Source: an optimization exercise on an open RTL-to-GDS flow (aim: small area). Production flows keep margins and buffers that such runs may drop.
The RTL was checked by simulation tests, not by an equivalence proof against the original design.
Power and IR drop assume default switching activity.

`config.mk`:
```
export PLATFORM = sky130hd
export DESIGN_NAME = opl2
export DESIGN_NICKNAME = opl2
export VERILOG_FILES = /design/flow/design.v
export SDC_FILE = /design/flow/constraint.sdc
export NUM_CORES = 4
export LEC_CHECK = 0
export ABC_AREA = 1
export CAP_MARGIN = 10
export CORE_MARGIN = 2
export CORE_UTILIZATION = 68
export GPL_TIMING_DRIVEN = 1
export PLACE_DENSITY = 0.78
export SLEW_MARGIN = 10
```
`constraint.sdc`:
```
create_clock -name core_clock -period 20.8 [get_ports {clk}]
set_input_delay 4.1600 -clock core_clock [delete_from_list [all_inputs] [get_ports {clk}]]
set_output_delay 4.1600 -clock core_clock [all_outputs]
set_load 0.01 [all_outputs]
```
`design.v`:
```
`timescale 1ns / 1ps
module opl_edge_detector #(
  parameter EDGE_LEVEL = 1,          
  parameter CLK_DLY = 0,             
  parameter INITIAL_INPUT_LEVEL = 0
) (
  input wire rst,
  input wire clk,
  input wire clk_en,
  input wire in,
  output reg edge_detected
);
  reg in_r0;
  reg in_r1;
  always @(posedge clk)
   if (rst) begin
      in_r0 <= INITIAL_INPUT_LEVEL;
      in_r1 <= INITIAL_INPUT_LEVEL;
   end else if (!CLK_DLY)
      in_r0 <= in;
    else if (clk_en) begin
      in_r0 <= in;
      in_r1 <= in_r0;
    end
  always @ *
    if (EDGE_LEVEL)
      if (!CLK_DLY)
        edge_detected = in && !in_r0;
      else
        edge_detected = in_r0 && !in_r1;
    else
      if (!CLK_DLY)
        edge_detected = !in && in_r0;
      else
        edge_detected = !in_r0 && in_r1;
endmodule
`timescale 1ns / 1ps
module opl_exp_lut (
  input wire [7:0] in,
  output reg [9:0] out
);
  always @ *
    case(in)
      8'h0:  out = 0;
      8'h1:  out = 3;
      8'h2:  out = 6;
      8'h3:  out = 8;
      8'h4:  out = 11;
      8'h5:  out = 14;
      8'h6:  out = 17;
      8'h7:  out = 20;
      8'h8:  out = 22;
      8'h9:  out = 25;
      8'ha:  out = 28;
      8'hb:  out = 31;
      8'hc:  out = 34;
      8'hd:  out = 37;
      8'he:  out = 40;
      8'hf:  out = 42;
      8'h10: out = 45;
      8'h11: out = 48;
      8'h12: out = 51;
      8'h13: out = 54;
      8'h14: out = 57;
      8'h15: out = 60;
      8'h16: out = 63;
      8'h17: out = 66;
      8'h18: out = 69;
      8'h19: out = 72;
      8'h1a: out = 75;
      8'h1b: out = 78;
      8'h1c: out = 81;
      8'h1d: out = 84;
      8'h1e: out = 87;
      8'h1f: out = 90;
      8'h20: out = 93;
      8'h21: out = 96;
      8'h22: out = 99;
      8'h23: out = 102;
      8'h24: out = 105;
      8'h25: out = 108;
      8'h26: out = 111;
      8'h27: out = 114;
      8'h28: out = 117;
      8'h29: out = 120;
      8'h2a: out = 123;
      8'h2b: out = 126;
      8'h2c: out = 130;
      8'h2d: out = 133;
      8'h2e: out = 136;
      8'h2f: out = 139;
      8'h30: out = 142;
      8'h31: out = 145;
      8'h32: out = 148;
      8'h33: out = 152;
      8'h34: out = 155;
      8'h35: out = 158;
      8'h36: out = 161;
      8'h37: out = 164;
      8'h38: out = 168;
      8'h39: out = 171;
      8'h3a: out = 174;
      8'h3b: out = 177;
      8'h3c: out = 181;
      8'h3d: out = 184;
      8'h3e: out = 187;
      8'h3f: out = 190;
      8'h40: out = 194;
      8'h41: out = 197;
      8'h42: out = 200;
      8'h43: out = 204;
      8'h44: out = 207;
      8'h45: out = 210;
      8'h46: out = 214;
      8'h47: out = 217;
      8'h48: out = 220;
      8'h49: out = 224;
      8'h4a: out = 227;
      8'h4b: out = 231;
      8'h4c: out = 234;
      8'h4d: out = 237;
      8'h4e: out = 241;
      8'h4f: out = 244;
      8'h50: out = 248;
      8'h51: out = 251;
      8'h52: out = 255;
      8'h53: out = 258;
      8'h54: out = 262;
      8'h55: out = 265;
      8'h56: out = 268;
      8'h57: out = 272;
      8'h58: out = 276;
      8'h59: out = 279;
      8'h5a: out = 283;
      8'h5b: out = 286;
      8'h5c: out = 290;
      8'h5d: out = 293;
      8'h5e: out = 297;
      8'h5f: out = 300;
      8'h60: out = 304;
      8'h61: out = 308;
      8'h62: out = 311;
      8'h63: out = 315;
      8'h64: out = 318;
      8'h65: out = 322;
      8'h66: out = 326;
      8'h67: out = 329;
      8'h68: out = 333;
      8'h69: out = 337;
      8'h6a: out = 340;
      8'h6b: out = 344;
      8'h6c: out = 348;
      8'h6d: out = 352;
      8'h6e: out = 355;
      8'h6f: out = 359;
      8'h70: out = 363;
      8'h71: out = 367;
      8'h72: out = 370;
      8'h73: out = 374;
      8'h74: out = 378;
      8'h75: out = 382;
      8'h76: out = 385;
      8'h77: out = 389;
      8'h78: out = 393;
      8'h79: out = 397;
      8'h7a: out = 401;
      8'h7b: out = 405;
      8'h7c: out = 409;
      8'h7d: out = 412;
      8'h7e: out = 416;
      8'h7f: out = 420;
      8'h80: out = 424;
      8'h81: out = 428;
      8'h82: out = 432;
      8'h83: out = 436;
      8'h84: out = 440;
      8'h85: out = 444;
      8'h86: out = 448;
      8'h87: out = 452;
      8'h88: out = 456;
      8'h89: out = 460;
      8'h8a: out = 464;
      8'h8b: out = 468;
      8'h8c: out = 472;
      8'h8d: out = 476;
      8'h8e: out = 480;
      8'h8f: out = 484;
      8'h90: out = 488;
      8'h91: out = 492;
      8'h92: out = 496;
      8'h93: out = 501;
      8'h94: out = 505;
      8'h95: out = 509;
      8'h96: out = 513;
      8'h97: out = 517;
      8'h98: out = 521;
      8'h99: out = 526;
      8'h9a: out = 530;
      8'h9b: out = 534;
      8'h9c: out = 538;
      8'h9d: out = 542;
      8'h9e: out = 547;
      8'h9f: out = 551;
      8'ha0: out = 555;
      8'ha1: out = 560;
      8'ha2: out = 564;
      8'ha3: out = 568;
      8'ha4: out = 572;
      8'ha5: out = 577;
      8'ha6: out = 581;
      8'ha7: out = 585;
      8'ha8: out = 590;
      8'ha9: out = 594;
      8'haa: out = 599;
      8'hab: out = 603;
      8'hac: out = 607;
      8'had: out = 612;
      8'hae: out = 616;
      8'haf: out = 621;
      8'hb0: out = 625;
      8'hb1: out = 630;
      8'hb2: out = 634;
      8'hb3: out = 639;
      8'hb4: out = 643;
      8'hb5: out = 648;
      8'hb6: out = 652;
      8'hb7: out = 657;
      8'hb8: out = 661;
      8'hb9: out = 666;
      8'hba: out = 670;
      8'hbb: out = 675;
      8'hbc: out = 680;
      8'hbd: out = 684;
      8'hbe: out = 689;
      8'hbf: out = 693;
      8'hc0: out = 698;
      8'hc1: out = 703;
      8'hc2: out = 708;
      8'hc3: out = 712;
      8'hc4: out = 717;
      8'hc5: out = 722;
      8'hc6: out = 726;
      8'hc7: out = 731;
      8'hc8: out = 736;
      8'hc9: out = 741;
      8'hca: out = 745;
      8'hcb: out = 750;
      8'hcc: out = 755;
      8'hcd: out = 760;
      8'hce: out = 765;
      8'hcf: out = 770;
      8'hd0: out = 774;
      8'hd1: out = 779;
      8'hd2: out = 784;
      8'hd3: out = 789;
      8'hd4: out = 794;
      8'hd5: out = 799;
      8'hd6: out = 804;
      8'hd7: out = 809;
      8'hd8: out = 814;
      8'hd9: out = 819;
      8'hda: out = 824;
      8'hdb: out = 829;
      8'hdc: out = 834;
      8'hdd: out = 839;
      8'hde: out = 844;
      8'hdf: out = 849;
      8'he0: out = 854;
      8'he1: out = 859;
      8'he2: out = 864;
      8'he3: out = 869;
      8'he4: out = 874;
      8'he5: out = 880;
      8'he6: out = 885;
      8'he7: out = 890;
      8'he8: out = 895;
      8'he9: out = 900;
      8'hea: out = 906;
      8'heb: out = 911;
      8'hec: out = 916;
      8'hed: out = 921;
      8'hee: out = 927;
      8'hef: out = 932;
      8'hf0: out = 937;
      8'hf1: out = 942;
      8'hf2: out = 948;
      8'hf3: out = 953;
      8'hf4: out = 959;
      8'hf5: out = 964;
      8'hf6: out = 969;
      8'hf7: out = 975;
      8'hf8: out = 980;
      8'hf9: out = 986;
      8'hfa: out = 991;
      8'hfb: out = 996;
      8'hfc: out = 1002;
      8'hfd: out = 1007;
      8'hfe: out = 1013;
      8'hff: out = 1018;
    endcase
endmodule
`timescale 1ns / 1ps
module opl_log_sine_lut (
  input wire [7:0] theta,
  output reg [11:0] out
);
  always @ *
    case(theta)
      8'h0:  out = 2137;
      8'h1:  out = 1731;
      8'h2:  out = 1543;
      8'h3:  out = 1419;
      8'h4:  out = 1326;
      8'h5:  out = 1252;
      8'h6:  out = 1190;
      8'h7:  out = 1137;
      8'h8:  out = 1091;
      8'h9:  out = 1050;
      8'ha:  out = 1013;
      8'hb:  out = 979;
      8'hc:  out = 949;
      8'hd:  out = 920;
      8'he:  out = 894;
      8'hf:  out = 869;
      8'h10: out = 846;
      8'h11: out = 825;
      8'h12: out = 804;
      8'h13: out = 785;
      8'h14: out = 767;
      8'h15: out = 749;
      8'h16: out = 732;
      8'h17: out = 717;
      8'h18: out = 701;
      8'h19: out = 687;
      8'h1a: out = 672;
      8'h1b: out = 659;
      8'h1c: out = 646;
      8'h1d: out = 633;
      8'h1e: out = 621;
      8'h1f: out = 609;
      8'h20: out = 598;
      8'h21: out = 587;
      8'h22: out = 576;
      8'h23: out = 566;
      8'h24: out = 556;
      8'h25: out = 546;
      8'h26: out = 536;
      8'h27: out = 527;
      8'h28: out = 518;
      8'h29: out = 509;
      8'h2a: out = 501;
      8'h2b: out = 492;
      8'h2c: out = 484;
      8'h2d: out = 476;
      8'h2e: out = 468;
      8'h2f: out = 461;
      8'h30: out = 453;
      8'h31: out = 446;
      8'h32: out = 439;
      8'h33: out = 432;
      8'h34: out = 425;
      8'h35: out = 418;
      8'h36: out = 411;
      8'h37: out = 405;
      8'h38: out = 399;
      8'h39: out = 392;
      8'h3a: out = 386;
      8'h3b: out = 380;
      8'h3c: out = 375;
      8'h3d: out = 369;
      8'h3e: out = 363;
      8'h3f: out = 358;
      8'h40: out = 352;
      8'h41: out = 347;
      8'h42: out = 341;
      8'h43: out = 336;
      8'h44: out = 331;
      8'h45: out = 326;
      8'h46: out = 321;
      8'h47: out = 316;
      8'h48: out = 311;
      8'h49: out = 307;
      8'h4a: out = 302;
      8'h4b: out = 297;
      8'h4c: out = 293;
      8'h4d: out = 289;
      8'h4e: out = 284;
      8'h4f: out = 280;
      8'h50: out = 276;
      8'h51: out = 271;
      8'h52: out = 267;
      8'h53: out = 263;
      8'h54: out = 259;
      8'h55: out = 255;
      8'h56: out = 251;
      8'h57: out = 248;
      8'h58: out = 244;
      8'h59: out = 240;
      8'h5a: out = 236;
      8'h5b: out = 233;
      8'h5c: out = 229;
      8'h5d: out = 226;
      8'h5e: out = 222;
      8'h5f: out = 219;
      8'h60: out = 215;
      8'h61: out = 212;
      8'h62: out = 209;
      8'h63: out = 205;
      8'h64: out = 202;
      8'h65: out = 199;
      8'h66: out = 196;
      8'h67: out = 193;
      8'h68: out = 190;
      8'h69: out = 187;
      8'h6a: out = 184;
      8'h6b: out = 181;
      8'h6c: out = 178;
      8'h6d: out = 175;
      8'h6e: out = 172;
      8'h6f: out = 169;
      8'h70: out = 167;
      8'h71: out = 164;
      8'h72: out = 161;
      8'h73: out = 159;
      8'h74: out = 156;
      8'h75: out = 153;
      8'h76: out = 151;
      8'h77: out = 148;
      8'h78: out = 146;
      8'h79: out = 143;
      8'h7a: out = 141;
      8'h7b: out = 138;
      8'h7c: out = 136;
      8'h7d: out = 134;
      8'h7e: out = 131;
      8'h7f: out = 129;
      8'h80: out = 127;
      8'h81: out = 125;
      8'h82: out = 122;
      8'h83: out = 120;
      8'h84: out = 118;
      8'h85: out = 116;
      8'h86: out = 114;
      8'h87: out = 112;
      8'h88: out = 110;
      8'h89: out = 108;
      8'h8a: out = 106;
      8'h8b: out = 104;
      8'h8c: out = 102;
      8'h8d: out = 100;
      8'h8e: out = 98;
      8'h8f: out = 96;
      8'h90: out = 94;
      8'h91: out = 92;
      8'h92: out = 91;
      8'h93: out = 89;
      8'h94: out = 87;
      8'h95: out = 85;
      8'h96: out = 83;
      8'h97: out = 82;
      8'h98: out = 80;
      8'h99: out = 78;
      8'h9a: out = 77;
      8'h9b: out = 75;
      8'h9c: out = 74;
      8'h9d: out = 72;
      8'h9e: out = 70;
      8'h9f: out = 69;
      8'ha0: out = 67;
      8'ha1: out = 66;
      8'ha2: out = 64;
      8'ha3: out = 63;
      8'ha4: out = 62;
      8'ha5: out = 60;
      8'ha6: out = 59;
      8'ha7: out = 57;
      8'ha8: out = 56;
      8'ha9: out = 55;
      8'haa: out = 53;
      8'hab: out = 52;
      8'hac: out = 51;
      8'had: out = 49;
      8'hae: out = 48;
      8'haf: out = 47;
      8'hb0: out = 46;
      8'hb1: out = 45;
      8'hb2: out = 43;
      8'hb3: out = 42;
      8'hb4: out = 41;
      8'hb5: out = 40;
      8'hb6: out = 39;
      8'hb7: out = 38;
      8'hb8: out = 37;
      8'hb9: out = 36;
      8'hba: out = 35;
      8'hbb: out = 34;
      8'hbc: out = 33;
      8'hbd: out = 32;
      8'hbe: out = 31;
      8'hbf: out = 30;
      8'hc0: out = 29;
      8'hc1: out = 28;
      8'hc2: out = 27;
      8'hc3: out = 26;
      8'hc4: out = 25;
      8'hc5: out = 24;
      8'hc6: out = 23;
      8'hc7: out = 23;
      8'hc8: out = 22;
      8'hc9: out = 21;
      8'hca: out = 20;
      8'hcb: out = 20;
      8'hcc: out = 19;
      8'hcd: out = 18;
      8'hce: out = 17;
      8'hcf: out = 17;
      8'hd0: out = 16;
      8'hd1: out = 15;
      8'hd2: out = 15;
      8'hd3: out = 14;
      8'hd4: out = 13;
      8'hd5: out = 13;
      8'hd6: out = 12;
      8'hd7: out = 12;
      8'hd8: out = 11;
      8'hd9: out = 10;
      8'hda: out = 10;
      8'hdb: out = 9;
      8'hdc: out = 9;
      8'hdd: out = 8;
      8'hde: out = 8;
      8'hdf: out = 7;
      8'he0: out = 7;
      8'he1: out = 7;
      8'he2: out = 6;
      8'he3: out = 6;
      8'he4: out = 5;
      8'he5: out = 5;
      8'he6: out = 5;
      8'he7: out = 4;
      8'he8: out = 4;
      8'he9: out = 4;
      8'hea: out = 3;
      8'heb: out = 3;
      8'hec: out = 3;
      8'hed: out = 2;
      8'hee: out = 2;
      8'hef: out = 2;
      8'hf0: out = 2;
      8'hf1: out = 1;
      8'hf2: out = 1;
      8'hf3: out = 1;
      8'hf4: out = 1;
      8'hf5: out = 1;
      8'hf6: out = 1;
      8'hf7: out = 1;
      8'hf8: out = 0;
      8'hf9: out = 0;
      8'hfa: out = 0;
      8'hfb: out = 0;
      8'hfc: out = 0;
      8'hfd: out = 0;
      8'hfe: out = 0;
      8'hff: out = 0;
    endcase
endmodule
`timescale 1ns / 1ps
module ksl_add_rom # (
  parameter integer KSL_ADD_WIDTH = 8  
) (
  input wire [10-1:0] fnum,
  input wire [3-1:0] block,
  input wire [2-1:0] ksl,
  output reg [KSL_ADD_WIDTH-1:0] ksl_add
);
  reg [6:0] rom_out;
  wire signed [KSL_ADD_WIDTH-1:0] tmp0;
  wire signed [KSL_ADD_WIDTH-1:0] tmp1;
  wire [10-6-1:0] fnum_shifted;
  assign fnum_shifted = fnum >> 6;
  always @ *
    case (fnum_shifted)
      0:  rom_out = 0;
      1:  rom_out = 32;
      2:  rom_out = 40;
      3:  rom_out = 45;
      4:  rom_out = 48;
      5:  rom_out = 51;
      6:  rom_out = 53;
      7:  rom_out = 55;
      8:  rom_out = 56;
      9:  rom_out = 58;
      10: rom_out = 59;
      11: rom_out = 60;
      12: rom_out = 61;
      13: rom_out = 62;
      14: rom_out = 63;
      15: rom_out = 64;
    endcase
  assign tmp0 = block - 8;
  assign tmp1 = rom_out + (tmp0 << 3);
  always @ *
    case (ksl)
    0: ksl_add = 0;
    1: ksl_add = tmp1 <= 0 ? 0 : tmp1 << 1;
    2: ksl_add = tmp1 <= 0 ? 0 : tmp1;
    3: ksl_add = tmp1 <= 0 ? 0 : tmp1 << 2;
    endcase
endmodule
`timescale 1ns / 1ps
module tremolo (
  input wire rst,
  input wire clk,
  input wire sample_clk_en,
  input wire dam,  
  output wire [5-1:0] am_val
);
  localparam TREMOLO_MAX_COUNT = 13*1024;
  localparam TREMOLO_INDEX_WIDTH = 14;
  reg [TREMOLO_INDEX_WIDTH-1:0] tremolo_index;
  wire [TREMOLO_INDEX_WIDTH-8-1:0] am_val_tmp0;
  wire [TREMOLO_INDEX_WIDTH-8-1:0] am_val_tmp1;
  always @(posedge clk)
    if (rst)
      tremolo_index <= 0;
    else if (sample_clk_en)
      if (tremolo_index == TREMOLO_MAX_COUNT - 1)
        tremolo_index <= 0;
      else
        tremolo_index <= tremolo_index + 1;
  assign am_val_tmp0 = tremolo_index >> 8;
  assign am_val_tmp1 = (am_val_tmp0 > 26) ? (2*26 + ~am_val_tmp0) : am_val_tmp0;
  assign am_val = dam ? am_val_tmp1 : am_val_tmp1 >> 2;
endmodule
`timescale 1ns / 1ps
module vibrato (
  input wire [12:0] vibrato_index,
  input wire [10-1:0] fnum,
  input wire dvb,
  output wire [10-1:0] vib_val
);
  wire [10-1:0] delta0;
  wire [10-1:0] delta1;
  wire [10-1:0] delta2;
  assign delta0 = fnum >> 7;
  assign delta1 = ((vibrato_index >> 10) & 3) == 3 ? delta0 >> 1 : delta0;
  assign delta2 = !dvb ? delta1 >> 1 : delta1;
  assign vib_val = ((vibrato_index >> 10) & 4) != 0 ? ~delta2 : delta2;
endmodule
`timescale 1ns / 1ps
module env_rate_counter (
  input wire ksr,  
  input wire nts,  
  input wire [10-1:0] fnum,
  input wire [3-1:0] block,
  input wire [4-1:0] requested_rate,
  output wire [17:0] increment
);
  wire [8-1:0] rate_tmp0;
  wire [8-1:0] rate_tmp1;
  wire [8-1:0] rate_tmp2;
  wire [8-1:0] effective_rate;
  wire [8-1:0] rate_value;
  wire [8-1:0] requested_rate_shifted;
  wire [1:0] rof;
  assign rate_tmp0 = nts ? fnum[8] : fnum[9];
  assign rate_tmp1 = rate_tmp0 | (block << 1);
  assign rate_tmp2 = ksr ? rate_tmp1 : rate_tmp1 >> 2;
  assign requested_rate_shifted = requested_rate << 2;
  assign effective_rate = (rate_tmp2 + requested_rate_shifted > 60) ?  60 : rate_tmp2 + requested_rate_shifted;
  assign rate_value = effective_rate >> 2;
  assign rof = effective_rate[1:0];
  assign increment = (4 | rof) << rate_value;
endmodule
`timescale 1ns / 1ps
module envelope_generator #(
  parameter SILENCE = 511
)(
  input wire [4-1:0] ar,   
  input wire [4-1:0] dr,   
  input wire [4-1:0] sl,   
  input wire [4-1:0] rr,   
  input wire ksr,                       
  input wire egt,                       
  input wire nts,                       
  input wire [10-1:0] fnum,
  input wire [3-1:0] block,
  input wire key_on_old,
  input wire key_off_old,
  input wire key_on_new,
  input wire key_off_new,
  input wire [1:0] state0,
  input wire [9-1:0] env_int0,
  input wire [14:0] counter0,
  output reg [1:0] state2,
  output reg [9-1:0] env_int1,
  output wire [14:0] counter1
);
  localparam [1:0]
    RELEASE  = 2'b00,
    ATTACK  = 2'b01,
    DECAY   = 2'b10,
    SUSTAIN  = 2'b11;
  reg [1:0] next_state;
  reg [1:0] state1;
  reg [4-1:0] requested_rate1;
  reg [4-1:0] requested_rate2;
  wire [17:0] increment1;
  wire [17:0] increment2;
  wire [17:0] overflow_tmp;
  wire [8-1:0] rate_counter_overflow;
  always @ *
    case (state0)
    ATTACK: next_state = env_int0 == 0 ? DECAY : ATTACK;
    DECAY: next_state = (env_int0 >> 4) >= sl ? SUSTAIN : DECAY;
    SUSTAIN: next_state = !egt ? RELEASE : SUSTAIN;
    RELEASE: next_state = RELEASE;
    default: next_state = RELEASE;
    endcase
  always @ *
    if (key_on_old)
      state1 = ATTACK;
    else if (key_off_old)
      state1 = RELEASE;
    else
      state1 = next_state;
  always @ *
    if (key_on_new)
      state2 = ATTACK;
    else if (key_off_new)
      state2 = RELEASE;
    else
      state2 = state1;
  always @ *
    case (state1)
    ATTACK: requested_rate1 = ar;
    DECAY: requested_rate1 = dr;
    SUSTAIN: requested_rate1 = 0;
    RELEASE: requested_rate1 = rr;
    default: requested_rate1 = rr;
    endcase
  always @ *
    case (state2)
    ATTACK: requested_rate2 = ar;
    DECAY: requested_rate2 = dr;
    SUSTAIN: requested_rate2 = 0;
    RELEASE: requested_rate2 = rr;
    default: requested_rate2 = rr;
    endcase
  env_rate_counter rate1 (
    .ksr(ksr),
    .nts(nts),
    .fnum(fnum),
    .block(block),
    .requested_rate(requested_rate1),
    .increment(increment1)
  );
  env_rate_counter rate2 (
    .ksr(ksr),
    .nts(nts),
    .fnum(fnum),
    .block(block),
    .requested_rate(requested_rate2),
    .increment(increment2)
  );
  assign counter1 = requested_rate1 != 0 ? counter0 + increment1 : counter0;
  assign overflow_tmp = counter1 + increment2;
  assign rate_counter_overflow = overflow_tmp >> 15;
  always @ *
    if (state2 == ATTACK && rate_counter_overflow != 0 && env_int0 != 0)
      env_int1 = env_int0 - (((env_int0*rate_counter_overflow) >> 3) + 1);
    else if (state2 == DECAY || state2 == RELEASE)
      if (env_int0 + rate_counter_overflow > SILENCE)
        env_int1 = SILENCE;
      else
        env_int1 = env_int0 + rate_counter_overflow;
    else
      env_int1 = env_int0;
endmodule
`timescale 1ns / 1ps
module calc_rhythm_phase (
  input wire rst,
  input wire clk,
  input wire sample_clk_en,
  input wire [20-1:0] phase_acc,
  input wire [20-1:0] friend_phase_acc,
  input wire [2:0] op_type,
  output reg [20-1:0] rhythm_phase
);
  localparam RAND_POLYNOMIAL = 'h800302;  
  localparam RAND_NUM_WIDTH = 24;
  reg [20-10-1:0] friend_phase;
  wire [20-10-1:0] phase_bit;
  wire [20-10-1:0] upper_current_phase;
  reg [20-10-1:0] noise_bit;
  reg [RAND_NUM_WIDTH-1:0] rand_num;
  assign upper_current_phase = phase_acc >> 10;
  always @ *
    case (op_type)
    2:   friend_phase = friend_phase_acc >> 10;
    5: friend_phase = friend_phase_acc >> 10;
    default:    friend_phase = 0;
    endcase
  assign
    phase_bit = (((upper_current_phase & 'h88) ^ ((upper_current_phase << 5) & 'h80)) |
     ((friend_phase ^ (friend_phase << 2)) & 'h20)) ? 'h02 : 'h00;
  always @ *
    case (op_type)
    2:   noise_bit = rand_num[0] << 1;
    4: noise_bit = rand_num[0] << 8;
    default:    noise_bit = 0;
    endcase
  always @ *
    case (op_type)
    0:   rhythm_phase = phase_acc;
    1: rhythm_phase = phase_acc;
    2:   rhythm_phase = ((phase_bit << 8) | ('h34 << (phase_bit ^ noise_bit))) << 10;
    3:  rhythm_phase = phase_acc;
    4: rhythm_phase = (('h100 + (upper_current_phase & 'h100)) ^ noise_bit) << 10;
    5: rhythm_phase = ((1 + phase_bit) << 8) << 10;
    default:    rhythm_phase = phase_acc;
    endcase
  always @(posedge clk)
    if (rst)
      rand_num <= 1;
    else if (sample_clk_en)
      if (rand_num & 1)
        rand_num <= (rand_num ^ RAND_POLYNOMIAL) >> 1;
      else
        rand_num <= rand_num >> 1;
endmodule
`timescale 1ns / 1ps
module calc_phase_inc (
  input wire [10-1:0] fnum,
  input wire [4-1:0] mult,
  input wire [3-1:0] block,
  input wire vib,
  input wire signed [10-1:0] vib_val,
  output reg signed [20-1:0] phase_inc
);
  reg signed [20-1:0] post_mult;
  reg [3:0] pre_mult_adj;
  always @(*) begin
    case (mult)
    'h0: pre_mult_adj = 1;
    'h1: pre_mult_adj = 1;
    'h2: pre_mult_adj = 2;
    'h3: pre_mult_adj = 3;
    'h4: pre_mult_adj = 4;
    'h5: pre_mult_adj = 5;
    'h6: pre_mult_adj = 6;
    'h7: pre_mult_adj = 7;
    'h8: pre_mult_adj = 8;
    'h9: pre_mult_adj = 9;
    'hA: pre_mult_adj = 10;
    'hB: pre_mult_adj = 10;
    'hC: pre_mult_adj = 12;
    'hD: pre_mult_adj = 12;
    'hE: pre_mult_adj = 15;
    'hF: pre_mult_adj = 15;
    default: pre_mult_adj = 1;
    endcase
  end
  wire [10+3:0] fnum_mult = fnum * pre_mult_adj;
  wire [20-1:0] fnum_mult_shifted = fnum_mult << block;
  always @ *
    case (mult)
    'h0: post_mult = fnum_mult_shifted >> 1;
    default: post_mult = fnum_mult_shifted;
    endcase
  always @ *
    if (vib)
      phase_inc = post_mult + vib_val;
    else
      phase_inc = post_mult;
endmodule
`timescale 1ns / 1ps
module operator (
  input wire clk,
  input wire [10-1:0] fnum,
  input wire [4-1:0] mult,
  input wire [3-1:0] block,
  input wire [2-1:0] ws,
  input wire vib,
  input wire kon,                       
  input wire [4-1:0] ar,   
  input wire [4-1:0] dr,   
  input wire [4-1:0] sl,   
  input wire [4-1:0] rr,   
  input wire [6-1:0] tl,    
  input wire ksr,                       
  input wire [2-1:0] ksl,  
  input wire egt,                       
  input wire am,                        
  input wire nts,                       
  input wire [5-1:0] am_val,
  input wire [10-1:0] vib_val,
  input wire [20-1:0] rhythm_phase_in_friend,
  input wire rhythm_on_old,             
  input wire rhythm_on_new,
  input wire use_feedback,
  input wire [3-1:0] fb,
  input wire signed [13-1:0] feedback1,
  input wire signed [13-1:0] feedback2,
  input wire [13-1:0] modulation,
  input wire [2:0] op_type,
  input wire rand_en,
  input wire rst,
  input wire kon_r0,
  input wire kon_r1,
  input wire koff_r0,
  input wire koff_r1,
  input wire [45:0] st_in,
  output wire [45:0] st_out,
  output reg signed [13-1:0] out
);
  localparam LOG_SIN_OUT_WIDTH = 12;
  localparam EXP_OUT_WIDTH = 10;
  localparam LOG_SIN_PLUS_GAIN_WIDTH = 13;
  localparam SILENCE = 511;
  wire [1:0] state0 = st_in[1:0];
  wire [9-1:0] env_int0 = st_in[10:2];
  wire [14:0] counter0 = st_in[25:11];
  wire [20-1:0] phase_acc0 = st_in[45:26];
  wire normal = op_type == 0;
  wire koff_r0_new = normal ? kon : koff_r0;
  wire koff_r1_new = normal ? koff_r0 : koff_r1;
  wire key_on_old = (kon_r0 && !kon_r1) || rhythm_on_old;
  wire key_off_old = !koff_r0 && koff_r1;
  wire key_on_new = (kon && !kon_r0) || rhythm_on_new;
  wire key_off_new = !koff_r0_new && koff_r1_new;
  wire [1:0] state2;
  wire [9-1:0] env_int1;
  wire [14:0] counter1;
  envelope_generator envelope_generator (
    .ar(ar),
    .dr(dr),
    .sl(sl),
    .rr(rr),
    .ksr(ksr),
    .egt(egt),
    .nts(nts),
    .fnum(fnum),
    .block(block),
    .key_on_old(key_on_old),
    .key_off_old(key_off_old),
    .key_on_new(key_on_new),
    .key_off_new(key_off_new),
    .state0(state0),
    .env_int0(env_int0),
    .counter0(counter0),
    .state2(state2),
    .env_int1(env_int1),
    .counter1(counter1)
  );
  wire signed [20-1:0] phase_inc;
  wire [20-1:0] rhythm_phase;
  wire signed [13-1:0] feedback_result;
  reg signed [13+1+2**3-1:0] feedback_result_p0;
  calc_phase_inc calc_phase_inc (
    .fnum(fnum),
    .mult(mult),
    .block(block),
    .vib(vib),
    .vib_val(vib_val),
    .phase_inc(phase_inc)
  );
  calc_rhythm_phase calc_rhythm_phase (
    .rst(rst),
    .clk(clk),
    .sample_clk_en(rand_en),
    .phase_acc(phase_acc0),
    .friend_phase_acc(rhythm_phase_in_friend),
    .op_type(op_type),
    .rhythm_phase(rhythm_phase)
  );
  always @ *
    if (fb == 0)
      feedback_result_p0 = 0;
    else
      feedback_result_p0 = ((feedback1 +
       feedback2) <<< fb);
  assign feedback_result = feedback_result_p0 >>> 9;
  wire [13-1:0] modulation_in = use_feedback ? feedback_result : modulation;
  wire [20-1:0] phase_sum = phase_acc0 + phase_inc;
  wire [20-1:0] phase_acc1 = key_on_new ? 0 : phase_sum;
  wire rhythm_op = op_type == 2 || op_type == 4 ||
   op_type == 5;
  wire [9:0] phase_hi = rhythm_op ? rhythm_phase[19:10] + phase_inc[19:10] :
   phase_sum[19:10];
  wire [9:0] final_phase = key_on_new ? 10'd0 : phase_hi + modulation_in[9:0];
  assign st_out = {phase_acc1, counter1, env_int1, state2};
  wire [9-1:0] level_add;  
  wire [7:0] ksl_add;
  ksl_add_rom ksl_add_rom (
    .fnum(fnum),
    .block(block),
    .ksl(ksl),
    .ksl_add(ksl_add)
  );
  assign level_add = am ? (tl << 2) + ksl_add + am_val : (tl << 2) + ksl_add;
  reg [9:0] final_phase_p;
  reg [9-1:0] env_int_p;
  reg [9-1:0] level_add_p;
  reg [2-1:0] ws_p;
  reg shift_p;
  always @(posedge clk) begin
    final_phase_p <= final_phase;
    env_int_p <= env_int1;
    level_add_p <= level_add;
    ws_p <= ws;
    shift_p <= !(op_type == 0 || op_type == 1);
  end
  reg signed [9+1:0] env_tmp;  
  reg [9-1:0] env;
  wire [LOG_SIN_OUT_WIDTH-1:0] log_sin_out;
  wire [LOG_SIN_PLUS_GAIN_WIDTH-1:0] log_sin_plus_gain;
  wire [EXP_OUT_WIDTH-1:0] exp_out;
  wire [13-1:0] tmp_out0;
  reg signed [13-1:0] tmp_out1;
  reg signed [13-1:0] tmp_out2;
  wire signed [13-1:0] tmp_ws2;
  always @ * begin
    env_tmp = env_int_p + level_add_p;
    if (env_tmp < 0)
      env = 0;
    else if (env_tmp > SILENCE)
      env = SILENCE;
    else
      env = env_tmp;
  end
  opl_log_sine_lut log_sine_lut_inst (
    .theta(final_phase_p[8] ? ~final_phase_p[7:0] : final_phase_p[7:0]),
    .out(log_sin_out)
  );
  assign log_sin_plus_gain = (log_sin_out) + (env << 3);
  opl_exp_lut exp_lut_inst (
    .in(~log_sin_plus_gain[7:0]),
    .out(exp_out)
  );
  assign tmp_out0 = (2**10 + exp_out) << 1;
  assign tmp_ws2 = tmp_out1 < 0 ? ~tmp_out1 : tmp_out1;
  always @ *
    if (final_phase_p[9])
      tmp_out1 = ~(tmp_out0 >> log_sin_plus_gain[LOG_SIN_PLUS_GAIN_WIDTH-1:8]);
    else
      tmp_out1 = tmp_out0 >> log_sin_plus_gain[LOG_SIN_PLUS_GAIN_WIDTH-1:8];
  always @ *
    case (ws_p)
    0: tmp_out2 = tmp_out1;
    1: tmp_out2 = tmp_out1 < 0 ? 0 : tmp_out1;
    2: tmp_out2 = tmp_ws2;
    3: tmp_out2 = final_phase_p[8] ? 0 : tmp_ws2;
    endcase
  always @ *
    if (shift_p)
      out = tmp_out2 << 1;
    else
      out = tmp_out2;
endmodule
`timescale 1ns / 1ps
module timer #(
  parameter MAX_VALUE  
) (
  input wire rst,
  input wire clk,
  input wire [8-1:0] init,
  input wire start,
  output reg overflow
);
  reg [8-1:0] counter;
  reg [
  (MAX_VALUE <= 2) ? 1 : (
  (MAX_VALUE <= 4) ? 2 : (
  (MAX_VALUE <= 8) ? 3 : (
  (MAX_VALUE <= 16) ? 4 : (
  (MAX_VALUE <= 32) ? 5 : (
  (MAX_VALUE <= 64) ? 6 : (
  (MAX_VALUE <= 128) ? 7 : (
  (MAX_VALUE <= 256) ? 8 : (
  (MAX_VALUE <= 512) ? 9 : (
  (MAX_VALUE <= 1024) ? 10 : (
  (MAX_VALUE <= 2048) ? 11 : (
  (MAX_VALUE <= 4196) ? 12 : (
  (MAX_VALUE <= 8192) ? 13 : (
  (MAX_VALUE <= 16384) ? 14 : (
  (MAX_VALUE <= 32768) ? 15 : (
  (MAX_VALUE <= 32768) ? 16 : (
  (MAX_VALUE <= 131072) ? 17 : (
  (MAX_VALUE <= 262144) ? 18 : (
  (MAX_VALUE <= 524288) ? 19 : (
  (MAX_VALUE <= 1048576) ? 20 : (
  (MAX_VALUE <= 2097152) ? 21 : (
  (MAX_VALUE <= 4194304) ? 22 : (
  (MAX_VALUE <= 8388608) ? 23 : (
  (MAX_VALUE <= 4194304) ? 24 : (
  (MAX_VALUE <= 16777216) ? 25 : (
  (MAX_VALUE <= 33554432) ? 26 : (
  -1))))))))))))))))))))))))))-1:0] sub_counter;
  wire start_pulse;
  opl_edge_detector #(
    .EDGE_LEVEL(1),
    .CLK_DLY(1)
  ) start_timer_edge_detect (
    .rst(rst),
    .clk(clk),
    .clk_en(1'b1),
    .in(start),
    .edge_detected(start_pulse)
  );
  always @(posedge clk) begin
    overflow <= 0;
    if (rst) begin
      counter <= 0;
      sub_counter <= 0;
    end else if (start_pulse) begin
      counter <= init;
      sub_counter <= MAX_VALUE - 1;
    end else if (start) begin
      sub_counter <= sub_counter - 1;
      if (!sub_counter) begin
        sub_counter <= MAX_VALUE - 1;
        counter <= counter + 1;
        if (&counter) begin
          overflow <= 1;
          counter <= init;
        end
      end
    end
  end
endmodule
`timescale 1ns / 1ps
module opl2 (
  input rst,  
  input clk,  
  input  [7:0] din,
  output [7:0] dout,
  input cs_n,
  input wr_n,
  input a0,
  output reg irq_n,
  output reg signed [15:0] sample
);
localparam integer CNTR_MAX = 873;
localparam integer TIMER1_MAX = 3456;
localparam integer TIMER2_MAX = 15360;
localparam NOP = 18;
localparam NCH = 9;
localparam QDEPTH = 9;
localparam [44:0] STATE_RESET = 45'd511 << 2;  
wire read  = !cs_n && !a0;
wire write = !cs_n && !wr_n;
wire addr_write = (!a0 && write);
wire reg_write = (a0 && write);
reg timer1_overflow;
reg timer2_overflow;
assign dout = read ? {timer1_overflow | timer2_overflow, timer1_overflow, timer2_overflow, 5'd0} : 8'h00;
reg [7:0] index;
always @(posedge clk, posedge rst) begin
  if (rst) index <= 0;
  else if (addr_write) index <= {din};
end
reg [6:0] tick_cnt;
reg sample_clk_en;
reg [3:0] head_ch;
always @(posedge clk, posedge rst)
  if (rst) begin
    tick_cnt <= 7'd0;
    sample_clk_en <= 1'b0;
  end else begin
    if (head_ch == NCH - 3)
      tick_cnt <= tick_cnt == CNTR_MAX / NCH - 1 ? 7'd0 : tick_cnt + 1'b1;
    sample_clk_en <= tick_cnt == 7'd0 && head_ch == NCH - 2;
  end
reg calc;
reg car;
wire [3:0] q;
always @(posedge clk, posedge rst)
  if (rst) begin
    calc <= 0;
    car <= 0;
  end else if (sample_clk_en) begin
    calc <= 1;
    car <= 0;
  end else if (calc && q == NCH - 1) begin
    car <= 1;
    if (car)
      calc <= 0;
  end
wire calc_mod = calc && !car;
wire calc_car = calc && car;
reg [7:0] qa [0:QDEPTH-1];
reg [7:0] qd [0:QDEPTH-1];
reg [3:0] q_wp, q_rp, q_lp, q_n;
reg [7:0] q_last;
wire any_fresh;
wire hold = calc && !(car && q == NCH - 1);
wire q_pop = !hold && !any_fresh && q_n != 0;
wire q_use = reg_write && (sample_clk_en || hold || any_fresh || q_n != 0);
wire q_merge = q_use && q_n != 0 && q_last == index && !(q_pop && q_n == 1);
wire q_push = q_use && !q_merge;
function [3:0] q_inc(input [3:0] p);
  q_inc = p == QDEPTH - 1 ? 4'd0 : p + 1'b1;
endfunction
always @(posedge clk)
  if (rst) begin
    q_wp <= 0;
    q_rp <= 0;
    q_lp <= 0;
    q_n <= 0;
  end else begin
    if (q_push) begin
      q_wp <= q_inc(q_wp);
      q_lp <= q_wp;
      q_last <= index;
    end
    if (q_pop)
      q_rp <= q_inc(q_rp);
    q_n <= q_n + q_push - q_pop;
  end
genvar i;
generate
  for (i = 0; i < QDEPTH; i = i + 1) begin: queue
    always @(posedge clk) begin
      if (q_push && q_wp == i) begin
        qa[i] <= index;
        qd[i] <= din;
      end else if (q_merge && q_lp == i)
        qd[i] <= din;
    end
  end
endgenerate
wire lw = q_pop || (reg_write && !q_use);
wire [7:0] la = q_pop ? qa[q_rp] : index;
wire [7:0] ld = q_pop ? qd[q_rp] : din;
reg [33:0] reg_mod [0:NCH-1];
reg [33:0] reg_car [0:NCH-1];
reg [19:0] reg_ch [0:NCH-1];
reg r08;
reg [7:0] rBD;
wire [7:0] ldr = rst ? 8'd0 : ld;
always @(posedge clk) begin
  if (rst || (lw && la == 8'h08)) r08 <= ldr[6];
  if (rst || (lw && la == 8'hBD)) rBD <= ldr;
end
always @(posedge clk, posedge rst)
  if (rst)
    head_ch <= NCH - 2;
  else
    head_ch <= head_ch == NCH - 1 ? 4'd0 : head_ch + 1'b1;
wire [3:0] head_ch_next = head_ch == NCH - 1 ? 4'd0 : head_ch + 1'b1;
assign q = head_ch;
wire [4:0] la_off = la[4:0];
wire la_op_grp = la[7:5] == 3'd1 || la[7:5] == 3'd2 || la[7:5] == 3'd3 ||
 la[7:5] == 3'd4 || la[7:5] == 3'd7;
wire la_op = la_op_grp && la_off[4:3] != 2'd3 && la_off[2:1] != 2'd3;
wire la_op_car = la_off[2:0] >= 3'd3;
wire la_ch = (la[7:4] == 4'hA || la[7:4] == 4'hB || la[7:4] == 4'hC) && la[3:0] < NCH;
wire [3:0] la_q = la_op ? la_off[4:3] * 3 + (la_off[2:0] >= 3'd3 ? la_off[2:0] - 3'd3 : la_off[2:0]) : la[3:0];
wire [3:0] la_pos = la_q >= head_ch_next ? la_q - head_ch_next : la_q + NCH - head_ch_next;
wire [4:0] wr_op_byte = {la[7:5] == 3'd1, la[7:5] == 3'd2, la[7:5] == 3'd3,
 la[7:5] == 3'd4, la[7:5] == 3'd7};
wire [2:0] wr_ch_byte = {la[7:4] == 4'hA, la[7:4] == 4'hB, la[7:4] == 4'hC};
wire wr_mod = lw && la_op && !la_op_car;
wire wr_car = lw && la_op && la_op_car;
wire wr_ch = lw && la_ch;
function [33:0] put_op(input [33:0] old, input [4:0] sel, input [7:0] d);
  put_op = {sel[4] ? d : old[33:26], sel[3] ? d : old[25:18],
   sel[2] ? d : old[17:10], sel[1] ? d : old[9:2], sel[0] ? d[1:0] : old[1:0]};
endfunction
function [19:0] put_ch(input [19:0] old, input [2:0] sel, input [7:0] d);
  put_ch = {sel[2] ? d : old[19:12], sel[1] ? d[5:0] : old[11:6],
   sel[0] ? d[5:0] : old[5:0]};
endfunction
wire nts = r08;
wire dam = rBD[7];
wire dvb = rBD[6];
wire ryt = rBD[5];
wire bd  = rBD[4];
wire sd  = rBD[3];
wire tom = rBD[2];
wire tc  = rBD[1];
wire hh  = rBD[0];
reg [44:0] mod_state [0:NCH-1];
reg [44:0] car_state [0:NCH-1];
reg [5:0] key_det [0:NCH-1];
reg signed [12:0] mod_out [0:NCH-1];
reg signed [12:0] car_out [0:NCH-1];
reg signed [12:0] feedback2 [0:NCH-1];
wire [45:0] st_out;
wire signed [12:0] op_out;
reg wb_mod, wb_car;
always @(posedge clk) begin
  wb_mod <= calc_mod;
  wb_car <= calc_car;
end
reg [NCH-1:0] fresh;
assign any_fresh = |fresh;
always @(posedge clk)
  if (rst)
    fresh <= {NCH{1'b1}};
  else
    fresh <= {1'b0, fresh[NCH-1:1]};
wire [44:0] mod_state0 = fresh[0] ? STATE_RESET : mod_state[0];
wire [44:0] car_state0 = fresh[0] ? STATE_RESET : car_state[0];
wire [44:0] st_out_kept = {st_out[45:12], st_out[10:0]};
wire [5:0] key_det0 = fresh[0] ? 6'd0 : key_det[0];
wire signed [12:0] mod_out0 = fresh[0] ? 13'sd0 : mod_out[0];
wire signed [12:0] car_out0 = fresh[0] ? 13'sd0 : car_out[0];
wire signed [12:0] feedback20 = fresh[0] ? 13'sd0 : feedback2[0];
wire [33:0] reg_mod0 = fresh[0] ? 34'd0 : reg_mod[0];
wire [33:0] reg_car0 = fresh[0] ? 34'd0 : reg_car[0];
wire [19:0] reg_ch0 = fresh[0] ? 20'd0 : reg_ch[0];
genvar p;
generate
  for (p = 0; p < NCH; p = p + 1) begin: reg_ring
    wire [33:0] mod_in = p == NCH - 1 ? reg_mod0 : reg_mod[(p + 1) % NCH];
    wire [33:0] car_in = p == NCH - 1 ? reg_car0 : reg_car[(p + 1) % NCH];
    wire [19:0] ch_in = p == NCH - 1 ? reg_ch0 : reg_ch[(p + 1) % NCH];
    wire here = la_pos == p;
    always @(posedge clk) begin
      reg_mod[p] <= put_op(mod_in, {5{wr_mod && here}} & wr_op_byte, ld);
      reg_car[p] <= put_op(car_in, {5{wr_car && here}} & wr_op_byte, ld);
      reg_ch[p] <= put_ch(ch_in, {3{wr_ch && here}} & wr_ch_byte, ld);
    end
  end
endgenerate
integer k;
always @(posedge clk) begin
  for (k = 0; k < NCH - 1; k = k + 1) begin
    mod_state[k] <= mod_state[k+1];
    car_state[k] <= car_state[k+1];
    mod_out[k] <= mod_out[k+1];
    car_out[k] <= car_out[k+1];
    key_det[k] <= key_det[k+1];
    feedback2[k] <= feedback2[k+1];
  end
  mod_state[NCH-1] <= calc_mod ? st_out_kept : mod_state0;
  car_state[NCH-1] <= calc_car ? st_out_kept : car_state0;
  mod_out[NCH-1] <= mod_out0;
  car_out[NCH-1] <= car_out0;
  key_det[NCH-1] <= calc_mod ? key_det_new : key_det0;
  feedback2[NCH-1] <= feedback20;
  if (wb_mod) begin
    mod_out[7] <= op_out;
    feedback2[7] <= mod_out[8];
  end
  if (wb_car)
    car_out[7] <= op_out;
end
reg [4:0] mod_op;
always @ (*)
  case (q)
  0: mod_op = 0;  1: mod_op = 1;  2: mod_op = 2;
  3: mod_op = 6;  4: mod_op = 7;  5: mod_op = 8;
  6: mod_op = 12; 7: mod_op = 13; default: mod_op = 14;
  endcase
wire [4:0] op = car ? mod_op + 5'd3 : mod_op;
wire ryt_hh_tom = ryt && (q == 7 || q == 8);
reg [2:0] op_type;
always @ (*)
  if (!ryt)
    op_type = 0;
  else
    case (q)
    6: op_type = 1;
    7: op_type = car ? 4 : 2;
    8: op_type = car ? 5 : 3;
    default: op_type = 0;
    endcase
wire [33:0] c_op = car ? reg_car0 : reg_mod0;
wire [7:0] c20 = c_op[33:26];
wire [7:0] c40 = c_op[25:18];
wire [7:0] c60 = c_op[17:10];
wire [7:0] c80 = c_op[9:2];
wire [1:0] cE0 = c_op[1:0];
wire [7:0] cA0 = reg_ch0[19:12];
wire [5:0] cB0 = reg_ch0[11:6];
wire [5:0] cC0 = reg_ch0[5:0];
wire [9:0] fnum = {cB0[1:0], cA0};
wire use_feedback = !car && !ryt_hh_tom;
wire [2:0] fb_cur = use_feedback ? cC0[3:1] : 3'd0;
wire [12:0] modulation = (!car || cC0[0] || ryt_hh_tom) ? 13'd0 : mod_out0;
wire [19:0] friend_phase_acc = car ? mod_state[NCH-1][44:25] : car_state[1][44:25];
reg [12:0] vibrato_base;
always @(posedge clk)
  if (rst)
    vibrato_base <= 0;
  else if (calc_car && q == NCH - 1)
    vibrato_base <= vibrato_base + NOP;
wire [12:0] vibrato_index = vibrato_base + op + 1'b1;
wire [9:0] vib_val;
vibrato vibrato (
  .vibrato_index(vibrato_index),
  .fnum(fnum),
  .dvb(dvb),
  .vib_val(vib_val)
);
wire [5-1:0] am_val;
tremolo tremolo (
  .rst(rst),
  .clk(clk),
  .sample_clk_en(sample_clk_en),
  .dam(dam),
  .am_val(am_val)
);
reg [4:0] rhy_r0, rhy_r1;
reg [4:0] rhy_sel;
always @ (*)
  case (op_type)
  1:  rhy_sel = 5'b00001;
  4: rhy_sel = 5'b00010;
  3:    rhy_sel = 5'b00100;
  5: rhy_sel = 5'b01000;
  2:     rhy_sel = 5'b10000;
  default:        rhy_sel = 5'b00000;
  endcase
wire [4:0] rhy_in = {hh, tc, tom, sd, bd};
wire rhythm_on_old = |(rhy_sel & rhy_r0 & ~rhy_r1);
wire rhythm_on_new = |(rhy_sel & rhy_in & ~rhy_r0);
always @(posedge clk)
  if (rst) begin
    rhy_r0 <= 0;
    rhy_r1 <= 0;
  end else if (calc) begin
    rhy_r0 <= (rhy_sel & rhy_in) | (~rhy_sel & rhy_r0);
    rhy_r1 <= (rhy_sel & rhy_r0) | (~rhy_sel & rhy_r1);
  end
wire normal = op_type == 0;
wire kx = key_det0[5], ky = key_det0[4], kz = key_det0[3];
wire fx = key_det0[2], fy = key_det0[1], fz = key_det0[0];
wire kon_r0 = car ? ky : kx;
wire kon_r1 = car ? kz : ky;
wire koff_r0 = car && normal ? fy : fx;
wire koff_r1 = car && normal ? fz : fy;
wire [5:0] key_det_new = {cB0[5], kx, ky, normal ? {cB0[5], fx, fy} : {fx, fy, fz}};
operator operator_inst(
  .clk(clk),
  .fnum(fnum),
  .mult(c20[3:0]),
  .block(cB0[4:2]),
  .ws(cE0),
  .vib(c20[6]),
  .kon(cB0[5]),
  .ar(c60[7:4]),
  .dr(c60[3:0]),
  .sl(c80[7:4]),
  .rr(c80[3:0]),
  .tl(c40[5:0]),
  .ksr(c20[4]),
  .ksl(c40[7:6]),
  .egt(c20[5]),
  .am(c20[7]),
  .nts(nts),
  .am_val(am_val),
  .vib_val(vib_val),
  .rhythm_phase_in_friend(friend_phase_acc),
  .rhythm_on_old(rhythm_on_old),
  .rhythm_on_new(rhythm_on_new),
  .use_feedback(use_feedback),
  .fb(fb_cur),
  .feedback1(mod_out0),
  .feedback2(feedback20),
  .modulation(modulation),
  .op_type(op_type),
  .rand_en(sample_clk_en),
  .rst(rst),
  .kon_r0(kon_r0),
  .kon_r1(kon_r1),
  .koff_r0(koff_r0),
  .koff_r1(koff_r1),
  .st_in(car ? {car_state0[44:11], 1'b0, car_state0[10:0]} : {mod_state0[44:11], 1'b0, mod_state0[10:0]}),
  .st_out(st_out),
  .out(op_out)
);
reg cnt0_prev;
always @(posedge clk)
  if (calc_mod && q == 0)
    cnt0_prev <= cC0[0];
wire cnt_cur = q == 0 ? cnt0_prev : cC0[0];
wire signed [12:0] m_out = mod_out0;
wire signed [12:0] c_out = car_out0;
reg signed [12:0] ch_a;
reg signed [12:0] ch_b;
always @ (*) begin
  ch_a = 0;
  ch_b = c_out;
  if (q == 6 && ryt) begin
    if (!cnt_cur) ch_b = m_out;
  end else if (cnt_cur || (ryt && q >= 7))
    ch_a = m_out;
end
wire signed [13:0] channel_out = ch_a + ch_b;
reg signed [19-1:0] channel_acc_pre_clamp;
always @(posedge clk, posedge rst)
  if (rst)
    channel_acc_pre_clamp <= 0;
  else if (sample_clk_en)
    channel_acc_pre_clamp <= 0;
  else if (calc_mod)
    channel_acc_pre_clamp <= channel_acc_pre_clamp + channel_out;
always @(posedge clk, posedge rst)
  if (rst)
    sample <= 0;
  else if (sample_clk_en)
    if (channel_acc_pre_clamp > 2**15 - 1)
      sample <= 2**15 - 1;
    else if (channel_acc_pre_clamp < -2**15)
      sample <= -2**15;
    else
      sample <= channel_acc_pre_clamp;
reg [7:0] timer1_preset;
always @(posedge clk, posedge rst) begin
  if (rst)                  timer1_preset <= 0;
  else if (reg_write && index == 2) timer1_preset <= din;
end
reg timer1_mask;
reg timer1_active;
always @(posedge clk, posedge rst) begin
  if (rst) {timer1_mask, timer1_active} <= 0;
  else if (reg_write && index == 4 && ~din[7]) {timer1_mask, timer1_active} <= {din[6], din[0]};
end
wire timer1_pulse;
timer #(
  .MAX_VALUE(TIMER1_MAX)
) timer1(
  .rst(rst),
  .clk(clk),
  .init(timer1_preset),
  .start(timer1_active),
  .overflow(timer1_pulse)
);
always @(posedge clk, posedge rst) begin
  if (rst) timer1_overflow <= 0;
  else begin
    if (reg_write && index == 4 && din[7]) timer1_overflow <= 0;
    if (timer1_pulse)                 		 timer1_overflow <= 1;
  end
end
reg [7:0] timer2_preset;
always @(posedge clk, posedge rst) begin
  if (rst) timer2_preset <= 0;
  else if (reg_write && index == 3) timer2_preset <= din;
end
reg timer2_mask;
reg timer2_active;
always @(posedge clk, posedge rst) begin
  if (rst) {timer2_mask, timer2_active} <= 0;
  else if (reg_write && index == 4 && ~din[7]) {timer2_mask, timer2_active} <= {din[5], din[1]};
end
wire timer2_pulse;
timer #(.MAX_VALUE(TIMER2_MAX)) timer2 (
  .rst(rst),
  .clk(clk),
  .init(timer2_preset),
  .start(timer2_active),
  .overflow(timer2_pulse)
);
always @(posedge clk, posedge rst) begin
  if (rst) timer2_overflow <= 0;
  else begin
    if (reg_write && index == 4 && din[7]) timer2_overflow <= 0;
    if (timer2_pulse)                      timer2_overflow <= 1;
  end
end
always @(posedge clk, posedge rst) begin
  if (rst) irq_n <= 1;
  else begin
    if (reg_write && index == 4 && din[7]) irq_n <= 1;
    if (~timer1_mask && timer1_pulse)      irq_n <= 0;
    if (~timer2_mask && timer2_pulse)      irq_n <= 0;
  end
end
endmodule
```
`flow/run.sh`:
```
#!/bin/bash
# The standard layout (standard.sh), with clock tree synthesis using
# clkbuf_8 buffers, large sink clusters and no dummy loads. The make output
# goes to standard_flow.log; each ORFS step keeps its own log under orfs/logs/.
set -euo pipefail
export CTS_ARGS="-sink_clustering_enable -repair_clock_nets -dont_use_dummy_load -buf_list sky130_fd_sc_hd__clkbuf_8 -sink_clustering_size 20 -sink_clustering_max_diameter 40"
bash standard.sh > standard_flow.log 2>&1
```
`standard.sh`:
```
#!/bin/bash
# synth_recipe.tcl (not shown) runs the flow's synth.tcl, then flattens the netlist and writes it again
# the make line also repeats each setting of config.mk as NAME=value (left out here)
make -C /OpenROAD-flow-scripts/flow DESIGN_CONFIG=/design/flow/config.mk WORK_HOME=/design/flow/orfs CLKGATE_MAP_FILE= SYNTH_SCRIPT=/design/flow/synth_recipe.tcl "${@:-finish}"
```
==> key figures, run 1 <==
Clock tree
  – CTS resizes: 0
  – # hold bufs at CTS: 0
  – Num CTS Buffers: around 210
  – Num Clock Sinks: about 2,400
  – Worst-path clk slew: 0.09 ns
  – H-tree depth: 4
  – # Post-CTS Setup Buffers: 0
  – Longest Clk Path Bufs: 3
  – Worst-Skew Late Latency: just under 1 ns
  – Root buf cell: clkbuf_8
  – CTS tree: done

GRT
  – Number of global-route vias before repair: ~60,000
  – First-pass GRT wire length: roughly 320,000 um
  – Initial antenna violation count: 3
  – Grt total ovfl: 0
  – GRT Total Usage: a little under a third
  – Largest net degree at the start of global routing: slightly above 90

Job
  – # Max-Cap Violations: 0

Timing
  – Final hold violations: 0
  – Max Fclk: slightly below 0.08 GHz
  – Clock Skew: approximately 0.16 ns
  – Minimum clock period: around 13 ns
  – Fin. max-slew vios: 0
  – Relative slew slack: ~16%
  – RSZ-0062 raised after global routing: false
  – Final period util: about three fifths
  – Setup total negative slack: 0 ns
  – Worst-margin pin slew: about 1.2 ns
  – Finish-stage setup viols: 0

Placed design
  – GP Congestion: approximately 0.94
  – # placed instances: around 11,000
  – Port bufs: 32
  – Hpwl dp: about 140,000 um

Synthesis
  – Post-synthesis cell count: between 9,000 and 10,000
  – Yosys top cell by area: dfxtp_1
  – Post-synthesis sequential area ratio: between 50% and 60%
  – Synth unique cells: 76
  – Top_reg_cell synth: dfxtp_1
  – Synth Area in Compound Gates: around an eighth
  – Area contributors post-synth: dfxtp_1 (50%), nand2_1 (9.5%), o21ai_0 (5.7%), edfxtp_1 (5.6%), ha_1 (4.1%)
  – Synth Area in XOR/XNOR: ~1.7%
  – Synth Cell Area: between 80,000 and 90,000 um2
  – Post-synthesis mux area share: less than 1%
  – Post-synthesis simple-gate area fraction: ~17%
  – FFs w/ async S/R, synth: ~3.3%
  – Combinational family with the most area after synthesis: simple AND/OR/NAND/NOR gates
  – Syn Area/Cell: 8.93 um2
  – Share of the synthesized area in the top cell type: 50.1%
  – Number of synthesized flops with an enable pin: between 150 and 200
  – Yosys reg bits: about 2,400
  – Synth warn: 23
  – Adder-cell share of the synthesized area: ~5.6%

Power
  – Peak VDD IR: ~0.000089 V
  – PD cells: 80.0 nW/um2
  – LEAKAGE: 37.2 nW

Outcome
  – Status: complete, no violations

Worst setup path
  – WS Path Type: reg2reg
  – Crit path capture type: register
  – Most used cell, CP: nand2_1
  – Setup crit start kind: register
  – CP peak stage delay: 0.75 ns
  – WP data required: approximately 22 ns
  – Crit-path slowest cell: dfxtp_4
  – Max Fanout on Critical Path: 56
  – Crit path DAT: ~14 ns

Drt
  – Vias/cell: about 5.6
  – DRC: 0
  – Initial DRC count: between 6,000 and 7,000
  – Antenna-violating nets left: 0
  – Via count: around 63,000
  – Wire length per cell: between 15 and 20 um
  – WL final: roughly 200,000 um
  – TritonRoute pass-1 iters: 8

Layout
  – Area growth syn-to-layout: 5.11%
  – Non-Filler Instances: around 11,000
  – Net count, final: just under 10,000
  – Share of cells above drive strength 1: under 10%

Floorplanning
  – Die area: roughly 130,000 um2
  – DIE WIDTH: 360 um
  – Initial Utilization: 68.5%
  – # IOs: 38
  – Die Span Y: roughly 360 um
  – Cell row count: 130
  – Core area: about 130,000 um2

Min path
  – Hold WC Path Type: reg2reg
[per-stage QoR]
step / power [mW] / hold WS [ns] / setup WS, ns / util (%) / cell area, um2
floorplan: 4.99 / 0.310 / 8.78 / - / 86100
global placement: 5.07 / 0.309 / 8.41 / 69.7 / 87600
detailed placement: 5.08 / 0.312 / 8.27 / 69.7 / 87600
CTS: 7.27 / 0.217 / 8.18 / 72.0 / 90500
global route: 7.49 / 0.229 / 6.88 / 72.0 / 90500
finish: 7.24 / 0.217 / 8.03 / 72.0 / 90500
[flip-flops by register name, summed over array words and instances, names as in the netlist, 16 cells and up, named ones only]
signal and flops:
reg_mod 306, feedback2 117, car_out 117, key_det 54, channel_acc_pre_clamp 19, qa 72
reg_ch 162, reg_car 306, operator_inst.calc_rhythm_phase.rand_num 23, car_state 405, sample 16, mod_state 405
mod_out 117, qd 72
[cell usage in the layout (no fill, tap or decap), types with 99 or more instances in the layout]
master    instances
clkbuf_8        211
o21ai_1         406
xor2_1           99
ha_1            284
nand2_1        2185
edfxtp_1        162
nor2_1          694
nand3_1         373
o21ai_0         976
inv_1           785
dfxtp_1        2153
a21oi_1         309
[kinds of logic after synthesis]
group	count (synthesis)
buf+inv	1222
simple gates	3503
flops	2396
mux	7
fa+ha+maj	347
xor+xnor	163
compound gates	2002
other cells	1
[Yosys cell counts, drive strengths merged, types with 3 or more instances]
cell type,n
o22ai,29
or2,32
clkbuf,329
o21a,4
o21bai,29
fa,63
a22oi,6
a32o,3
xor2,100
ha,284
o311ai,5
nor2,721
dfxtp,2154
nor3,77
mux2i,7
xnor2,63
a221oi,29
nand4,49
a31oi,45
a21o,7
nand3,387
a211o,3
a22o,21
o41ai,3
nand3b,6
nor4,15
a211oi,19
o211ai,47
dfstp,4
a21oi,318
nor3b,5
a21boi,3
buf,66
o2111ai,5
clkinv,15
edfxtp,162
o31ai,12
dfrtp,76
o221ai,12
inv,812
nand2,2208
o21ai,1386
o32ai,10
[cell type report]
| class | count | area (um2) |
|---|---|---|
| repair buffers | 105 | 863 |
| flip-flops and latches | 2396 | 50000 |
| fillers | 9470 | 35200 |
| diodes | 3 | 7.51 |
| well taps | 1650 | 2060 |
| clock buffers | 211 | 2900 |
| multi-input cells | 6027 | 31600 |
| inverters | 827 | 3120 |
[critical path, delay by kind of cell, from the launching register on]
family	cells	cell delay (ns)
AO/OA/AOI/OAI	17	3.52
adder cells (fa/ha/maj)	10	3.45
AND/OR/NAND/NOR	33	3.11
buffers and inverters	5	1.00
flip-flops	1	0.75
XOR/XNOR	4	0.74
[power by group]
part           leakage, nW  total [mW]  internal [mW]  switching, mW
combinational         15.8       0.293         0.0813          0.212
clock                 1.52        2.26          0.897           1.36
sequential            19.9        4.69           4.67         0.0224
[worst paths after layout]
kind / startpoint / to / slack, ns / cells after the start
setup / recovery: fresh[0] / mod_state[8][10] / 8.03 / 69
hold / removal: car_state[5][0] / car_state[4][0] / 0.22 / 0
setup reg to reg: fresh[0] / mod_state[8][10] / 8.03 / 69
hold reg to reg: car_state[5][0] / car_state[4][0] / 0.22 / 0
max in group asynchronous: rst / sample[5] / 15.39 / 5
min in group asynchronous: rst / timer2_preset[5] / 3.64 / 3
[per-layer routing]
| metal | vias up | part of all wire, % | wire, um | track usage [%] |
|---|---|---|---|---|
| li1 | 31120 | - | - | - |
| met1 | 29600 | 45 | 92300 | 43.9 |
| met2 | 2231 | 45 | 91000 | 49.1 |
| met3 | 435 | 6.9 | 14200 | 4.68 |
| met4 | 0 | 3.2 | 6620 | 10.7 |
| met5 | - | 0 | 0 | 0 |
==> run 2, diff against run 1 <==
==> flow/run.sh (replaced) <==
#!/bin/bash
# The standard layout (standard.sh), with clock tree synthesis using
# clkbuf_8 buffers, large sink clusters and no dummy loads. The make output
# goes to standard_flow.log; each ORFS step keeps its own log under orfs/logs/.
set -euo pipefail
export CTS_ARGS="-sink_clustering_enable -repair_clock_nets -dont_use_dummy_load -buf_list sky130_fd_sc_hd__clkbuf_8 -sink_clustering_size 16 -sink_clustering_max_diameter 35"
bash standard.sh > standard_flow.log 2>&1
--- a/config.mk
+++ b/config.mk
@@ -8,7 +8,7 @@
 export ABC_AREA = 1
 export CAP_MARGIN = 10
 export CORE_MARGIN = 2
-export CORE_UTILIZATION = 68
+export CORE_UTILIZATION = 60
 export GPL_TIMING_DRIVEN = 1
-export PLACE_DENSITY = 0.78
+export PLACE_DENSITY = 0.72
 export SLEW_MARGIN = 10
==> run 2 against run 1 <==
Flip-flop and latch count did not move. Combinational power rose by 2%. Sequential power barely moved. Clock-buffer cell count rose by 107. Sequential share of layout area fell by 1.1 points. Clock skew fell by 0.040 ns. Final area rose by 2.0%. Via count fell by 0.28%. Critical path type unchanged.
==> key figures, run 2 <==
Worst setup path
  – Worst flop-to-flop path endpoint: car_state[8][10] (was mod_state[8][10])
  – Crit path capture type: register (unchanged)
  – Reg2reg setup slack: 7.76 ns (was 8.03 ns)
  – Most used cell, CP: nand2_1 (unchanged)
  – Reg-to-Reg Start: car (was fresh[0])
  – Crit-path slowest cell: fa_1 (was dfxtp_4)
  – WS Path Type: reg2reg (unchanged)
  – Max Fanout on Critical Path: 66 (was 56)
  – Setup crit start kind: register (unchanged)
  – Crit path DAT: 13.84 ns (was 13.50 ns)
  – Crit path buffers/inverters: 7 (was 5)
  – Crit path max-delay family: simple AND/OR/NAND/NOR gates (was compound AO/OA/AOI/OAI gates)

Outcome
  – Status: complete, no violations (unchanged)

GRT
  – GRT met1 Usage: 39.0% (was 43.9%)
  – First-pass GRT wire length: 322,000 um (was 323,000 um)
  – Largest net degree at the start of global routing: 89 (was 93)
  – GRT busiest layer: met2 (unchanged)
  – GRT Total Usage: 27.5% (was 31.1%)
  – Number of global-route vias before repair: 59,929 (was 60,045)

Power
  – Peak VDD IR: 0.0000825 V (was 0.0000894 V)
  – PD cells: 84.6 nW/um2 (was 80.0 nW/um2)

Drt
  – TritonRoute pass-1 iters: 8 (unchanged)
  – Antenna-violating nets left: 0 (unchanged)
  – Vias/cell: 5.46 (was 5.65)
  – Wire length per cell: 17.6 um (was 18.2 um)
  – DRC: 0 (unchanged)

Layout
  – Biggest regs: car_state x405, mod_state x405 (unchanged)
  – Multi-input gate area: 31,600 um2 (about the same)
  – FF/Latch Area: 50,000 um2 (about the same)
  – Area growth syn-to-layout: 7.20% (was 5.11%)
  – Non-Filler Instances: 11,579 (was 11,219)
  – Net count, final: 10,034 (was 9,928)
  – Share of cells above drive strength 1: 5.63% (was 4.55%)
  – Commonest non-fill, non-tap cells in the layout: nand2_1 (2,185), dfxtp_1 (2,153), o21ai_0 (978) (was nand2_1 (2,185), dfxtp_1 (2,153), o21ai_0 (976))

Floorplanning
  – DIE WIDTH: 383 um (was 360 um)
  – Die area: 147,000 um2 (was 130,000 um2)

Synthesis
  – Number of synthesized flops with an enable pin: 162 (unchanged)
  – Top_reg_cell synth: dfxtp_1 (unchanged)
  – Synth unique cells: 76 (unchanged)
  – Most frequent cell after synthesis: nand2_1 (unchanged)
  – Synth warn: 23 (unchanged)
  – Share of the synthesized area in the top cell type: 50.1% (unchanged)
  – Post-synthesis cell count: 9,641 (unchanged)
  – Yosys top cell by area: dfxtp_1 (unchanged)

Timing
  – Fin. max-slew vios: 0 (unchanged)
  – Clock Skew: 0.122 ns (was 0.162 ns)
  – Setup total negative slack: 0 ns (unchanged)
  – RSZ-0062 raised after global routing: false (unchanged)
  – Final worst setup slack: 7.76 ns (was 8.03 ns)
  – Final hold violations: 0 (unchanged)
  – Relative slew slack: 21.4% (was 15.9%)
  – Minimum clock period: 13.04 ns (was 12.77 ns)
  – Max Fclk: 0.0767 GHz (was 0.0783 GHz)

Clock tree
  – Num Clock Sinks: 2,396 (unchanged)
  – CTS tree: done (unchanged)
  – # Post-CTS Setup Buffers: 0 (unchanged)
  – Root buf cell: clkbuf_8 (unchanged)
  – Longest Clk Path Bufs: 4 (was 3)
  – H-tree depth: 5 (was 4)
  – Num CTS Buffers: 318 (was 211)
  – # hold bufs at CTS: 0 (unchanged)

Placed design
  – Worst slack at placement: 7.86 ns (was 8.27 ns)
  – Hpwl dp: 140,000 um (was 141,000 um)
  – Port bufs: 32 (unchanged)
  – GP Congestion: 0.919 (was 0.944)
  – # placed instances: 11,257 (was 11,005)

Min path
  – Hold depth: 0 (unchanged)
  – Hold path start: mod_state[8][31] (was car_state[5][0])
  – Hold WC Path Type: reg2reg (unchanged)
  – Endpoint, Worst Hold: mod_state[7][31] (was car_state[4][0])

Job
  – # Max-Cap Violations: 0 (unchanged)
[run 2: worst max path at each step]
stage	startpoint	end	slack, ns	depth (start not counted)
detailed placement	car	car_state[8][10]	7.86	74
global placement	car	car_state[8][10]	8.11	74
global route	car	mod_state[8][10]	6.53	74
floorplan	car	mod_state[8][10]	8.78	79
finish	car	car_state[8][10]	7.76	72
CTS	car	car_state[8][10]	7.82	74
[run 2: per-stage QoR]
stage               util, %  cell area (um2)  total power [mW]  hold slack [ns]
global placement       61.5            87900              5.08            0.309
floorplan                 -            86100              4.99            0.310
finish                 64.6            92300              7.81            0.258
global route           64.6            92300              8.11            0.257
detailed placement     61.5            87900              5.09            0.312
CTS                    64.6            92300              7.88            0.253
[run 2: cells by family after synthesis]
kind of cell	Yosys count	share of synthesized area, %
AO/OA/AOI/OAI	2002	12.6
adder cells (fa/ha/maj)	347	5.59
XOR/XNOR	163	1.67
buffers and inverters	1222	5.47
multiplexers	7	0.0814
AND/OR/NAND/NOR	3503	16.6
flip-flops	2396	58.0
other	1	0.00435
[run 2: cell type report]
class / instances / share of cell area [%]
Tap cell: 1903 / 2.58
Multi-Input combinational cell: 6027 / 34.2
Sequential cell: 2396 / 54.2
Timing Repair Buffer: 104 / 0.927
Clock buffer: 318 / 4.74
Inverter: 827 / 3.38
Antenna cell: 4 / 0.0108
[run 2: power by group]
| part | total, mW | switching [mW] | internal (mW) |
|---|---|---|---|
| sequential | 4.69 | 0.0187 | 4.67 |
| clock | 2.83 | 1.48 | 1.35 |
| combinational | 0.299 | 0.217 | 0.0820 |
| total | 7.81 | 1.71 | 6.10 |
[run 2: routing by layer]
metal  up-vias  wire (um)
met3       425      12200
met4         2       5840
li1      31325          -
met5         -          9
met2      1869      90100
met1     29587      95300

[static timing again, ports no longer ideal]
Ports are ideal in the flow. The routed layouts listed here were re-timed in OpenROAD.
Step 1: set_driving_cell puts a clkbuf_16 on clk and a buf_2 on each other input, an assumption about the parent block.
Step 2 adds t to the input delays and takes it off the output delays; t is the mean of the earliest and latest rising clock arrival at the registers after step 1. Input paths then give back, and output paths get back, about the clock's delay inside the block.
Slacks: ideal ports / drivers / drivers and shift; pairs: ideal ports / drivers.
| run | t, ns | setup WS [ns] | worst register clock-pin slew, ns |
|---|---|---|---|
| run 1 | 0.964 | 8.034 / 8.034 / 8.034 | 0.12 / 0.12 |
| run 2 | 1.012 | 7.756 / 7.756 / 7.756 | 0.09 / 0.09 |
After both steps setup and hold are still met in every run listed.
